Source: an optimization exercise on an open RTL-to-GDS flow (aim: small area). Production flows keep margins and buffers that such runs may drop.
Only simulation tests tie the RTL to the original design; equivalence was not proved.
Power is estimated from default activity; no workload was simulated.

$ cat config.mk
export PLATFORM = sky130hd
export DESIGN_NAME = Maze
export DESIGN_NICKNAME = Maze
export VERILOG_FILES = /design/flow/design.v
export SDC_FILE = /design/flow/constraint.sdc
export NUM_CORES = 4
export LEC_CHECK = 0
export CAP_MARGIN = 20
export CORE_MARGIN = 2
export CORE_UTILIZATION = 40
export SLEW_MARGIN = 20
$ cat run.sh
#!/bin/bash
# synth_recipe.tcl (not shown) runs the flow's synth.tcl, then flattens the netlist and writes it again
# the make line also repeats each setting of config.mk as NAME=value (left out here)
make -C /OpenROAD-flow-scripts/flow DESIGN_CONFIG=/design/flow/config.mk WORK_HOME=/design/flow/orfs CLKGATE_MAP_FILE= SYNTH_SCRIPT=/design/flow/synth_recipe.tcl finish
$ cat constraint.sdc
create_clock -name core_clock -period 11.0 [get_ports {clk}]
set_input_delay 2.2000 -clock core_clock [delete_from_list [all_inputs] [get_ports {clk}]]
set_output_delay 2.2000 -clock core_clock [all_outputs]
set_load 0.01 [all_outputs]
$ cat design.v
`timescale 1ns / 1ps
module maze_selector(
    input clk,
    input reset,
    input [7:0] sel,
    input send,
    output reg [maze_flat:0] maze,
    output reg [maze_player_dim:0] player_start,
    output reg [maze_player_dim:0] player_end
    );
localparam maze_flat = 399;
localparam maze_player_dim = 9;
localparam [maze_flat:0] MAZE_1 = {
	20'b10111111111111111111,
	20'b10000001000000101011,
	20'b11111101111110101011,
	20'b10000101000010000001,
	20'b11110001011010101101,
	20'b10010101001010101001,
	20'b11011101011111101011,
	20'b10000001000011000101,
	20'b10111111111100011101,
	20'b10000000000001011101,
	20'b11111101111111000001,
	20'b10000000010000011101,
	20'b11011101000111111001,
	20'b10100001010100000011,
	20'b10001101110001111111,
	20'b11110001000101000001,
	20'b10000100011000010111,
	20'b11110111000010100001,
	20'b10000001000010001101,
	20'b11111111111111111101};
localparam [maze_player_dim:0] START_1 = 10'b0000100000;
localparam [maze_player_dim:0] END_1 = 10'b1001010011;
localparam [maze_flat:0] MAZE_2 = {
	20'b11111111111111111111,
	20'b00001000000000000011,
	20'b11101110111111111101,
	20'b10001010001000001001,
	20'b10111010101011111101,
	20'b10100010101000001001,
	20'b10101111101011111011,
	20'b10001000100010001001,
	20'b10111110101110111111,
	20'b10100000001000001001,
	20'b10101011101011101101,
	20'b10001010001010100001,
	20'b11111111101110101111,
	20'b10000000001000000001,
	20'b10111110101110111011,
	20'b10101000100000001001,
	20'b11101011111011101011,
	20'b10001000001000101001,
	20'b10101111101011100000,
	20'b11111111111111111111};
localparam [maze_player_dim:0] START_2 = 10'b0000000001;
localparam [maze_player_dim:0] END_2 = 10'b1001110010;
localparam [maze_flat:0] MAZE_3 = {
	20'b11111111111111111111,
	20'b00000000000000100011,
	20'b11101110111111111011,
	20'b10001000000000100011,
	20'b11111011111010101111,
	20'b10000010101010001011,
	20'b10101110101110111011,
	20'b10100010000010001001,
	20'b11111010101111101011,
	20'b10000000100010000011,
	20'b10101110101111111111,
	20'b10100010100000000011,
	20'b11101110111110111011,
	20'b10100010001000001001,
	20'b10101011101111101111,
	20'b10001010100000100001,
	20'b10111010101110101011,
	20'b10101000100010101011,
	20'b10101011111010101000,
	20'b11111111111111111111};
localparam [maze_player_dim:0] START_3 = 10'b0000000001;
localparam [maze_player_dim:0] END_3 = 10'b1001110010;
localparam [maze_flat:0] MAZE_4 = {
	20'b11111111111111111111,
	20'b00000000100010001001,
	20'b10111110101011101101,
	20'b10001010101000001001,
	20'b10111010111011101011,
	20'b10100000101010000011,
	20'b10111011101011101111,
	20'b10100000100010101001,
	20'b10101011101110111011,
	20'b10101010100010100011,
	20'b11101010111010111011,
	20'b10101000100000001011,
	20'b10101110111011111011,
	20'b10001010001000100001,
	20'b11111010111110111011,
	20'b10100010000010000011,
	20'b10111011111011111011,
	20'b10100000000010000111,
	20'b10111110111000110000,
	20'b11111111111111111111};
localparam [maze_player_dim:0] START_4 = 10'b0000000001;
localparam [maze_player_dim:0] END_4 = 10'b1001110010;
localparam [maze_flat:0] MAZE_5 = {
	20'b11111111111111111111,
	20'b00000000100000000001,
	20'b11101011101111111011,
	20'b10001000100000001011,
	20'b10111010111011111011,
	20'b10001010100000001001,
	20'b11101111101111101011,
	20'b10000000001000101011,
	20'b10111010111010111011,
	20'b10100010001010100011,
	20'b10111011111011101111,
	20'b10001000100010001111,
	20'b10111110101111111111,
	20'b10000010001010001011,
	20'b10111010111010101011,
	20'b10100010000010100011,
	20'b11101010111010110111,
	20'b10001010001000100011,
	20'b11111011101111101000,
	20'b11111111111111111111};
localparam [maze_player_dim:0] START_5 = 10'b0000000001;
localparam [maze_player_dim:0] END_5 = 10'b1001110010;
localparam [maze_flat:0] MAZE_6 = {
	20'b11111111111111111111,
	20'b00100000000000100001,
	20'b10101111101011101111,
	20'b10001000101010000011,
	20'b11111110101010101011,
	20'b10000010001010101001,
	20'b10111111111010101011,
	20'b10001010100000101001,
	20'b10111010101110111111,
	20'b10001010001010100001,
	20'b11101011111010101101,
	20'b10001000100010001001,
	20'b10101011101111101011,
	20'b10100000101010001011,
	20'b11101110101010111111,
	20'b10001000101000001001,
	20'b11111010101111100011,
	20'b10000010001000001001,
	20'b11111111101111101100,
	20'b11111111111111111111};
localparam [maze_player_dim:0] START_6 = 10'b0000000001;
localparam [maze_player_dim:0] END_6 = 10'b1001110010;
localparam [maze_flat:0] MAZE_7 = {
	20'b11111111111111111111,
	20'b00001000000010001001,
	20'b10111111101010101011,
	20'b10000000001000100011,
	20'b11101111101111111011,
	20'b10001000101000001011,
	20'b10111110101111101011,
	20'b10100000100010101001,
	20'b11101111111010101111,
	20'b10100000000000100011,
	20'b10111111101010101111,
	20'b10000000101010001011,
	20'b11111110111010111011,
	20'b10000000100010000011,
	20'b10111011101110111111,
	20'b10101000001000000001,
	20'b10101011111011111111,
	20'b10001010000000000011,
	20'b11101110111011111000,
	20'b11111111111111111111};
localparam [maze_player_dim:0] START_7 = 10'b0000000001;
localparam [maze_player_dim:0] END_7 = 10'b1001110010;
localparam [maze_flat:0] MAZE_8 = {
	20'b11111111111111111111,
	20'b00000010000000001001,
	20'b10101110111111101011,
	20'b10101000101000101001,
	20'b10101010101011101011,
	20'b10101010101000101011,
	20'b10101011101110111111,
	20'b10101000001010000001,
	20'b10111111101011111011,
	20'b10001010001010101001,
	20'b10111010111010101011,
	20'b10101000101010100011,
	20'b10101011101010111011,
	20'b10000010100010100011,
	20'b11101110101110111011,
	20'b10001000000000001001,
	20'b10111011101111101101,
	20'b10101010100010000001,
	20'b10101010111011111100,
	20'b11111111111111111111};
localparam [maze_player_dim:0] START_8 = 10'b0000000001;
localparam [maze_player_dim:0] END_8 = 10'b1001110010;
localparam [maze_flat:0] MAZE_DEFAULT = {
	20'b11111111111111111111,
	20'b10000000000000000001,
	20'b10000000000000000001,
	20'b10000000000000000001,
	20'b10000000000000000001,
	20'b10000000000000000001,
	20'b10000000000000000001,
	20'b10000000000000000001,
	20'b10000000000000000001,
	20'b10000000000000000001,
	20'b10000000000000000001,
	20'b10000000000000000001,
	20'b10000000000000000001,
	20'b10000000000000000001,
	20'b10000000000000000001,
	20'b10000000000000000001,
	20'b10000000000000000001,
	20'b10000000000000000001,
	20'b10000000000000000001,
	20'b11111111111111111111};
localparam [maze_player_dim:0] START_DEFAULT = 10'b0100101001;
localparam [maze_player_dim:0] END_DEFAULT = 10'b0100101000;
always @* begin
	case(sel)
		8'b00000001: player_start = START_1;
		8'b00000010: player_start = START_2;
		8'b00000100: player_start = START_3;
		8'b00001000: player_start = START_4;
		8'b00010000: player_start = START_5;
		8'b00100000: player_start = START_6;
		8'b01000000: player_start = START_7;
		8'b10000000: player_start = START_8;
		default: player_start = START_DEFAULT;
	endcase
end
always @(posedge clk) begin
	if (reset || send) begin
		case(sel)
			8'b00000001:begin
				maze <= MAZE_1;
				player_end <= END_1;
			end
			8'b00000010:begin
				maze <= MAZE_2;
				player_end <= END_2;
			end
			8'b00000100:begin
				maze <= MAZE_3;
				player_end <= END_3;
			end
			8'b00001000:begin
				maze <= MAZE_4;
				player_end <= END_4;
			end
			8'b00010000:begin
				maze <= MAZE_5;
				player_end <= END_5;
			end
			8'b00100000:begin
				maze <= MAZE_6;
				player_end <= END_6;
			end
			8'b01000000:begin
				maze <= MAZE_7;
				player_end <= END_7;
			end
			8'b10000000:begin
				maze <= MAZE_8;
				player_end <= END_8;
			end
			default: begin
				maze <= MAZE_DEFAULT;
				player_end <= END_DEFAULT;
			end
		endcase
	end
end
endmodule
module hvsync_generator(clk, en, reset,vga_h_sync, vga_v_sync, inDisplayArea, CounterX, CounterY);
input clk;
input en;
input reset;
output vga_h_sync, vga_v_sync;
output inDisplayArea;
output [9:0] CounterX;
output [9:0] CounterY;
reg [9:0] CounterX;
reg [9:0] CounterY;
reg vga_HS;
reg vga_VS;
reg inDisplayArea;
always @(posedge clk)
begin
   if(reset)
      CounterX <= 0;
   else if(en) begin
      if(CounterX==10'h320)
         CounterX <= 0;
      else
         CounterX <= CounterX +1;
   end
end
always @(posedge clk)
begin
   if(reset)
      CounterY<=0;
   else if(en) begin
      if(CounterY==10'h209)     
         CounterY<=0;
      else if(CounterX==10'h320)     
         CounterY <= CounterY + 1;
   end
end
always @(posedge clk)
begin
   if(reset) begin
      vga_HS <= 0;
      vga_VS <= 0;
   end
   else if(en) begin
      vga_HS <= (CounterX>655 && CounterX<752); 	 
      vga_VS <= (CounterY==490 ||CounterY==491); 	 
   end
end
always @(posedge clk)
   if(reset)
      inDisplayArea<=0;
   else if(en)
      inDisplayArea <= (CounterX<640) && (CounterY<480);
assign vga_h_sync = ~vga_HS;
assign vga_v_sync = ~vga_VS;
endmodule
`timescale 1ns / 1ps
module display(clk, pix_en, flash_en, maze, player_pos, reset,vga_h_sync,vga_v_sync, vga_r, vga_g, vga_b, player_end, win
    );
localparam maze_width = 20;
localparam maze_height = 20;
localparam maze_dim = 19;
localparam maze_flat = 399;
localparam maze_player_dim = 9;
localparam maze_player_dim_split = 4;
input clk;
input pix_en;
input flash_en;
input [maze_flat:0] maze;
input [maze_player_dim:0] player_pos;
input reset;
output vga_h_sync;
output vga_v_sync;
input [maze_player_dim:0] player_end;
input win;
output reg [2:0] vga_r;
output reg [2:0] vga_g;
output reg [1:0] vga_b;
reg [maze_dim:0] maze_expand[maze_dim:0];
integer index_i;
integer index_j;
always@* begin
			for (index_i = 0; index_i < maze_width; index_i = index_i +1) begin
				for (index_j = 0; index_j < maze_height; index_j = index_j +1) begin
					maze_expand[index_i][index_j] = maze[index_i*maze_width+index_j];
				end
			end
end
wire inDisplayArea;
wire [9:0] CounterX;
wire [9:0] CounterY;
hvsync_generator uut (
		.clk(clk),
		.en(pix_en),
		.reset(reset),
		.vga_h_sync(vga_h_sync),
		.vga_v_sync(vga_v_sync),
		.inDisplayArea(inDisplayArea),
		.CounterX(CounterX),
		.CounterY(CounterY)
	);
reg [maze_player_dim_split:0] x;
reg [maze_player_dim_split:0] y;
reg [2:0] player_x;
reg [2:0] player_y;
reg [maze_player_dim_split:0] player_x_end;
reg [maze_player_dim_split:0] player_y_end;
reg [maze_player_dim_split:0] player_x_pos;
reg [maze_player_dim_split:0] player_y_pos;
reg green;
reg blue;
reg red;
reg flash;
always @* begin
	player_x_end = player_end[maze_player_dim_split+maze_player_dim_split+1:maze_player_dim_split+1];
	player_y_end = player_end[maze_player_dim_split:0];
	player_x_pos = player_pos[maze_player_dim_split+maze_player_dim_split+1:maze_player_dim_split+1];
	player_y_pos = player_pos[maze_player_dim_split:0];
	x = 0;
	y = 0;
	player_x = 0;
	player_y = 0;
	if(CounterX > 80 && CounterX <560 && inDisplayArea) begin
		x = (CounterX-80)/(480/maze_width);
		y = CounterY/(480/maze_width);
		player_x = (CounterX-(x*(480/maze_width)-80)/6);
		player_y = (CounterY-(x*(480/maze_width))/6);
		if(player_x_pos == x && player_y_pos == y && player_x > 0 && player_x < 7 && player_y > 0 && player_y < 7)
			blue = 1;
		else
			blue = 0;
		if((x == player_x_end && y == player_y_end) || (win && flash))
			red = 1;
		else
			red = 0;
		green = maze_expand[y][x];
	end
	else begin
		green = 0;
		blue = 0;
		red = 0;
	end
end
wire g = green;
wire b = blue;
wire r = red;
always @(posedge clk)
begin
	if (reset) begin
		vga_g <= 0;
		vga_r <= 0;
		vga_b <= 0;
	end
	else if (pix_en) begin
		vga_g[2:0] <= {g,g,g};
		vga_r[2:0] <= {r,r,r};
		vga_b[1:0] <= {b,b};
	end
end
always @ (posedge clk) begin
	if (reset)
		flash <= 0;
	else if (flash_en)
		flash <= ~flash;
end
endmodule
`timescale 1ns / 1ps
module player_logic(
	 input reset,
    input [maze_flat:0] maze,
    output reg [maze_player_dim:0] player_pos_out,
	 input [maze_player_dim:0] player_start,
	 input [maze_player_dim:0] player_end,
    input btnU,
    input btnD,
    input btnR,
    input btnL,
	 input btnC,
    input clk,
	 output reg win,
	 output reg rst,
	 output reg move
    );
localparam maze_width = 20;
localparam maze_height = 20;
localparam maze_flat = 399;
localparam maze_player_dim = 9;
localparam maze_player_dim_split = 4;
localparam DEBOUNCE_BITS = 10;
reg [DEBOUNCE_BITS-1:0] clk_debouncedv;
reg clk_debounce;
reg clk_debounce_d;
reg[2:0] step_U;
reg[2:0] step_L;
reg[2:0] step_D;
reg[2:0] step_R;
reg[2:0] step_C;
always @ (posedge clk) begin
	if (reset) begin
		clk_debouncedv <= 0;
		clk_debounce <= 0;
		clk_debounce_d <= 0;
	end
	else begin
		clk_debouncedv <= clk_debouncedv + 1;
		clk_debounce<=clk_debouncedv[DEBOUNCE_BITS-1];
		clk_debounce_d<=clk_debounce;
	end
end
always @ (posedge clk) begin
		  if (reset)
			 begin
				 step_U[2:0]  <= 0;
				 step_L[2:0]  <= 0;
				 step_D[2:0]  <= 0;
				 step_R[2:0]  <= 0;
				 step_C[2:0]  <= 0;
			 end
		   else if (clk_debounce)  
			 begin
				 step_U[2:0]  <= {btnU, step_U[2:1]};
				 step_L[2:0]  <= {btnL, step_L[2:1]};
				 step_D[2:0]  <= {btnD, step_D[2:1]};
				 step_R[2:0]  <= {btnR, step_R[2:1]};
				 step_C[2:0]  <= {btnC, step_C[2:1]};
			 end
		end
		wire is_btnU_posedge;
		assign is_btnU_posedge = ~ step_U[0] & step_U[1];
		wire is_btnL_posedge;
		assign is_btnL_posedge = ~ step_L[0] & step_L[1];
		wire is_btnD_posedge;
		assign is_btnD_posedge = ~ step_D[0] & step_D[1];
		wire is_btnR_posedge;
		assign is_btnR_posedge = ~ step_R[0] & step_R[1];
		wire is_btnC_posedge;
		assign is_btnC_posedge = ~ step_C[0] & step_C[1];
reg [maze_player_dim_split:0] playerX;
reg [maze_player_dim_split:0] playerY;
reg [maze_player_dim:0] next_pos;
reg next_rst;
reg next_move;
reg do_move;
reg [1:0] dir;
always @* begin
	next_pos = player_pos_out;
	next_rst = 0;
	next_move = 0;
	do_move = 0;
	dir = 0;
	if (clk_debounce_d && is_btnC_posedge) begin
		next_pos = player_start;
		next_rst = 1;
	end
	else if (clk_debounce_d && is_btnU_posedge) begin
		do_move = 1;
		dir = 3;
	end
	else if (clk_debounce_d && is_btnL_posedge) begin
		do_move = 1;
		dir = 0;
	end
	else if (clk_debounce_d && is_btnD_posedge) begin
		do_move = 1;
		dir = 1;
	end
	else if (clk_debounce_d && is_btnR_posedge) begin
		do_move = 1;
		dir = 2;
	end
	playerX = player_pos_out[maze_player_dim_split+maze_player_dim_split+1:maze_player_dim_split+1];
	playerY = player_pos_out[maze_player_dim_split:0];
	case(dir)
	0: playerX= playerX-1;
	1: playerY= playerY+1;
	2: playerX= playerX+1;
	3: playerY= playerY-1;
	endcase
	if (do_move) begin
		next_move = 1;
		if(playerX < maze_width && playerY < maze_height)
		begin
			if(maze[playerY*maze_width+playerX]==0 && player_pos_out != player_end)
			begin
				next_pos[maze_player_dim_split+maze_player_dim_split+1:maze_player_dim_split+1] = playerX;
				next_pos[maze_player_dim_split:0] = playerY;
			end
		end
	end
end
always @ (posedge clk) begin
	if (reset) begin
		player_pos_out <= player_start;
		rst <= 0;
		move <= 0;
		win <= 0;
	end
	else begin
		player_pos_out <= next_pos;
		rst <= next_rst;
		move <= next_move;
		win <= (next_pos == player_end);
	end
end
endmodule
`timescale 1ns / 1ps
module score(
	 input reset,
    input move,
    input win,
    input rst,
	 input clk,
    output reg [3:0] anode,
    output reg [7:0] cathode
    );
localparam DISP_COUNT = 2000;
localparam ONE_COUNT = 50000;
reg [15:0] score;
reg first_move;
reg clk_disp;
reg [10:0] clk_dispdv;
reg clk_one;
reg [15:0] clk_onedv;
always @ (posedge clk) begin
	if (reset) begin
		clk_dispdv <= 0;
		clk_disp <= 0;
		clk_onedv <= 0;
		clk_one <= 0;
	end
	else begin
		clk_dispdv <= clk_dispdv +1;
		if(clk_dispdv == DISP_COUNT) begin
			clk_disp <= ~clk_disp;
			clk_dispdv <= 0;
		end
		clk_onedv <= clk_onedv + 1;
		if(clk_onedv == ONE_COUNT) begin
			clk_one <= ~clk_one;
			clk_onedv <= 0;
		end
	end
end
wire disp_en = (clk_dispdv == DISP_COUNT) && !clk_disp;
reg [1:0] move_on;
reg [1:0] time_on;
reg [15:0] s;
reg fm;
reg [1:0] mo;
reg [1:0] to;
always @* begin
	s = score;
	fm = first_move;
	if(rst) begin
		s = 16'b1001100110011001;
		fm=0;
	end
	mo = {move_on[0], move};
	to = {time_on[0], clk_one};
	if(mo == 2'b01&& !win ) begin
				if(s[11:8] > 0)
					s[11:8] = s[11:8] - 1;
				else
				begin
					s[11:8] = 4'b1001;
					if(s[15:12] > 0)
						s[15:12] = s[15:12] - 1;
					else
						s[15:0] = 0;
				end
		fm = 1;
	end
	if (to == 2'b01 && !win && fm)begin
		if(s[3:0] > 0)
		s [3:0] = s[3:0] - 1;
		else
		begin
			s[3:0] = 4'b1001;
			if(s[7:4] > 0)
				s[7:4] = s[7:4] - 1;
			else
			begin
				s[7:4] = 4'b1001;
				if(s[11:8] > 0)
					s[11:8] = s[11:8] - 1;
				else
				begin
					s[11:8] = 4'b1001;
					if(s[15:12] > 0)
						s[15:12] = s[15:12] - 1;
					else
						s[15:0] = 0;
				end
			end
		end
	end
end
always @ (posedge clk) begin
	if (reset) begin
		score <= 16'b1001100110011001;
		first_move <= 0;
		move_on <= 0;
		time_on <= 0;
	end
	else begin
		score <= s;
		first_move <= fm;
		move_on <= mo;
		time_on <= to;
	end
end
reg [1:0] counter;
reg [1:0] cnt_next;
reg [3:0] usedDigits;
reg [3:0] anode_next;
always @* begin
	cnt_next = counter + 1;
	case(cnt_next)
		2'b00: begin
					anode_next = 4'b1110;
					usedDigits = score[3:0];
				 end
		2'b01: begin
					anode_next = 4'b1101;
					usedDigits = score[7:4];
				 end
		2'b10: begin
					anode_next = 4'b1011;
					usedDigits = score[11:8];
				 end
		default: begin
					anode_next = 4'b0111;
					usedDigits = score[15:12];
				 end
	endcase
end
always @ (posedge clk) begin
	if (reset) begin
		counter <= 0;
		anode <= 4'b1111;
		cathode <= 8'b11111111;
	end
	else if (disp_en) begin
		counter <= cnt_next;
		anode <= anode_next;
		case(usedDigits)
			4'b0000: cathode <= 8'b11000000;
			4'b0001: cathode <= 8'b11111001;
			4'b0010: cathode <= 8'b10100100;
			4'b0011: cathode <= 8'b10110000;
			4'b0100: cathode <= 8'b10011001;
			4'b0101: cathode <= 8'b10010010;
			4'b0110: cathode <= 8'b10000010;
			4'b0111: cathode <= 8'b11111000;
			4'b1000: cathode <= 8'b10000000;
			4'b1001: cathode <= 8'b10010000;
			4'b1111: cathode <= 8'b11111111;
			default: cathode <= cathode;
		endcase
	end
end
endmodule
`timescale 1ns / 1ps
module Maze(clk, rst, sw, BtnC, BtnU, BtnD, BtnL, BtnR, seg, an, vga_r, vga_g, vga_b, vga_h_sync, vga_v_sync
    );
localparam maze_width = 20;
localparam maze_height = 20;
localparam maze_dim = 19;
localparam maze_flat = 399;
localparam maze_player_dim = 9;
localparam maze_player_dim_split = 4;
localparam FLASH_BIT = 16;
input clk;
input rst;
input [7:0] sw;
input BtnC, BtnU, BtnD, BtnL, BtnR;
output wire [7:0] seg;
output wire [3:0] an;
output wire [2:0] vga_r;
output wire [2:0] vga_g;
output wire [1:0] vga_b;
output wire vga_h_sync;
output wire vga_v_sync;
	reg [27:0]	clk_div;
	always @ (posedge clk)
	begin : CLOCK_DIVIDER
		if (rst)
			clk_div <= 0;
		else
			clk_div <= clk_div + 1'b1;
	end
	wire pix_en = (clk_div[1:0] == 2'b01);
	wire flash_en = (clk_div[FLASH_BIT:0] == {1'b0, {FLASH_BIT{1'b1}}});
wire [maze_flat:0] maze;
wire win;
wire game_rst;
wire move;
wire [maze_player_dim:0] player_pos;
wire [maze_player_dim:0] player_start;
wire [maze_player_dim:0] player_end;
maze_selector select (
		.clk(clk),
		.reset(rst),
		.sel(sw),
		.send(game_rst),
		.maze(maze),
		.player_start(player_start),
		.player_end(player_end)
	);
display disp (
		.clk(clk),
		.pix_en(pix_en),
		.flash_en(flash_en),
		.maze(maze),
		.player_pos(player_pos),
		.reset(rst),
		.vga_h_sync(vga_h_sync),
		.vga_v_sync(vga_v_sync),
		.vga_r(vga_r),
		.vga_g(vga_g),
		.vga_b(vga_b),
		.player_end(player_end),
		.win(win)
	);
player_logic plogic (
		.reset(rst),
		.maze(maze),
		.player_pos_out(player_pos),
		.player_start(player_start),
		.player_end(player_end),
		.btnU(BtnU),
		.btnD(BtnD),
		.btnR(BtnR),
		.btnL(BtnL),
		.btnC(BtnC),
		.clk(clk),
		.win(win),
		.rst(game_rst),
		.move(move)
	);
	score score (
		.reset(rst),
		.move(move),
		.win(win),
		.rst(game_rst),
		.clk(clk),
		.anode(an),
		.cathode(seg)
	);
endmodule
==> results.toml <==
[logic_synthesis]
synth_area_leaders = "edfxtp_1, dfxtp_1, nand2_1, nor2_1, ha_1"
synth_edf_count = 131
syn_area_per_cell_um2 = 8.11
ys_seq_elements = 276
yosysSeqAreaShare_pct = 34.1
synth_flop_cell = "dfxtp_1"
synthArstFlopShare_pct = 0
synth_cells = 2474
syn_nets = 2558
synth_cell_types = 113
synth_top_area_share_pct = 19.6
yosysWarnings = 7
synthesis.area_um2 = 20100
yosysTopAreaCell = "edfxtp_1"

[worst_setup_path]
cp-end-kind = "flip-flop"
ff2ff_path_depth = 45
crit_end = "disp.vga_b[0]"
slowest_stage = "fa_1"
crit_arrival_ps = 10900
critPathMaxFanout = 13
cp-startpoint = "disp.uut.CounterX[4]"
slowest_delay_ps = 560
worstPathRequired_ps = 11500
rrSetupSlack_ps = 600
crit_path_frequent_cell = "ha_1"
r2r-end = "disp.vga_b[0]"
r2r-start = "disp.uut.CounterX[4]"
critPathKind = "flip-flop to flip-flop"
cp-start-kind = "flip-flop"

[job]
maxCapViolCount = 0

[sta]
fin_skew_ps = 23.0
fin_crit_sh_pct = 94.6
tightest_slew_ps = 1260
setup-violations-final = 0
slew_viol_final = 0
max-slew-margin-rel_pct = 15.8
hold_viol_final = 0
fmax_ghz = 0.0961
layout_min_cycle_time_ps = 10400
whs_ps = 433

[grt]
grt_max_degree = 83
grt_util_met2_pct = 42.3
antenna_found_initial = 0
gr-usage-met1_pct = 35.1
grt_pass1_vias = 18600
grtUsageTotal_pct = 26.5
grt.busiest_layer = "met2"
grtUsageMet3_pct = 4.00
grt_pass1_wl_um = 110000
overflow = 0

[cells_and_area]
n_antenna_cell = 0
n_fill_cell = 4993
final_cell_count_no_fill = 3160
layout_commonest_cell = "nand2_1"
nets = 2548
postLayoutCellArea_um2 = 22400
drive_above_1_share_pct = 9.32
syn_to_final_growth_pct = 11.6
post-route-util_pct = 44.9
final_cell_mix = "nand2_1, nor2_1, a21oi_1"

[floorplanning]
ios = 37
fp.dieW_um = 228
die-area_um2 = 52000
start_util_pct = 40.3
fp.dieH_um = 228
core-area_um2 = 49900
rows = 82

[cts]
clkTransAtPathRegs_ps = 80
htree_levels = 1
cts_sinks = 276
cts_inserted_buffers = 31
clock_path_buffers = 3
clk_latency_ps = 610
cts_hold_buf = 0
cts_tree = "done"
cts_root_buffer = "clkbuf_16"

[place]
place.gp.congestion = 1.07
dpl_cell_area_um2 = 21200
detailed_place_hpwl_um = 51800
place.port_buffers = 35
placed_cells = 3093

[route]
wl_per_cell_um = 22.5
vias_per_cell = 6.19
drt_iter0_markers = 2147
drc = 0
detail-route-antenna-nets = 0
routed_wl_um = 71100
first_pass_iters = 7
num_vias = 19600

[outcome]
status = "complete, no violations"

[power_and_ir_drop]
power.density_nw_per_um2 = 103
ir_worst_vdd_v = 0.000105
leakagePower_nw = 8.72
p_total_w = 0.00232

[worst_hold_path]
hold_class = "flip-flop to flip-flop"
## critical path, delay by kind of cell (launching register included)
kind / cells / cell delay (ps)
buf+inv: 4 / 640
fa+ha+maj: 6 / 1850
compound gates: 16 / 3740
simple gates: 15 / 2760
mux: 2 / 580
xor+xnor: 2 / 330
flops: 1 / 350
## registers in the layout (all words and copies together), names as in the netlist, 7 cells and up
register	flops
clk_div	17
disp.uut.CounterX	10
disp.uut.CounterY	10
plogic.clk_debouncedv	10
plogic.player_pos_out	10
score.cathode	7
score.clk_dispdv	11
score.clk_onedv	16
score.score	16
select.maze	127
## stage by stage
| stage | TNS (ps) | setup WS [ps] |
|---|---|---|
| finish | 0 | 599 |
| global route | -68.4 | -68.4 |
| CTS | 0 | 118 |
| detailed placement | 0 | 171 |
| global placement | 0 | 315 |
| floorplan | 0 | 37.7 |
## cell usage after synthesis, drive strengths merged (12+ instances only)
cell / count
nand2: 332
nor2: 287
a21oi: 152
dfxtp: 145
edfxtp: 131
o21ai: 120
nand3: 116
clkbuf: 111
inv: 88
xnor2: 68
ha: 62
nor3: 60
xor2: 59
mux2i: 46
a22oi: 45
a31oi: 37
buf: 37
nand4: 35
and3: 29
o211ai: 27
or3: 26
nor2b: 25
nor4: 24
nand2b: 22
a211oi: 21
a21o: 21
a221oi: 20
o31ai: 20
or2: 20
o21a: 19
mux2: 18
a311oi: 16
and2: 14
nand3b: 14
o22ai: 14
nor3b: 13
a222oi: 12
## logic make-up (layout without fill, tap and decap cells)
group / Yosys count / count (layout) / share of synthesized area, %
compound gates: 630 / 630 / 21.6
buf+inv: 243 / 257 / 4.81
mux: 70 / 70 / 4.00
xor+xnor: 128 / 128 / 5.69
other cells: 1 / 1 / 0.0187
simple gates: 1055 / 1055 / 25.2
flops: 276 / 276 / 34.1
fa+ha+maj: 71 / 71 / 4.66
## power by group
group	switching (W)	leakage, nW	internal (W)	total (W)
combinational	0.0000980	5.72	0.0000504	0.000148
clock	0.000456	0.499	0.000571	0.00103
sequential	0.0000396	2.50	0.00110	0.00114
## timing repair
item / CTS / global route
gates resized for setup: 0 / 29
endpoints found under the setup margin: 0 / 1
buffers inserted: 0 / 9
## worst min-delay path by stage
stage                        startpoint                       end  cells past startpoint
3_3_place_gp   plogic.clk_debouncedv[0]  plogic.clk_debouncedv[0]                      1
4_1_cts        plogic.clk_debouncedv[0]  plogic.clk_debouncedv[0]                      1
3_5_place_dp   plogic.clk_debouncedv[0]  plogic.clk_debouncedv[0]                      1
5_1_grt        plogic.clk_debouncedv[0]  plogic.clk_debouncedv[0]                      1
6_report       plogic.clk_debouncedv[0]  plogic.clk_debouncedv[0]                      1
2_1_floorplan  plogic.clk_debouncedv[0]  plogic.clk_debouncedv[0]                      1
## metal layers
layer | up-vias | part of all wire [%]
met2 | 940 | 45
met1 | 9337 | 42
li1 | 9059 | -
met5 | - | 0
met3 | 220 | 7.9
met4 | 0 | 5.5
## final cells by class
class	count	area (um^2)	area share, %
clock buffers	38	842	3.76
clock inverters	19	151	0.676
inverters	95	357	1.59
multi-input cells	1955	12500	55.8
flip-flops and latches	276	6840	30.5
well taps	672	841	3.76
repair buffers	105	877	3.92

==> what the ideal ports hide <==
No port has a modelled driver above. Below, the same layout with a new extraction and two added sets of constraints.
Step 1 assumes that a clkbuf_16 drives the clock port and a buf_2 every other input.
Step 2 adds t to the input delays and takes it off the output delays; t is the mean of the earliest and latest rising clock arrival at the registers after step 1. Input paths then give back, and output paths get back, about the clock's delay inside the block.
a / b / c = ideal / step 1 / step 2; a / b = the first two.
t, ns: 0.656
slack for setup (ns): 0.599 / 0.599 / 0.599
latest minus earliest clock arrival (ns): 0.023 / 0.024
worst data-port slew with drivers (ns): 0.03
After both steps this run still meets setup and hold. For this run, drivers alone change the setup slack by 0.000 ns; drivers and shift together by 0.000 ns.
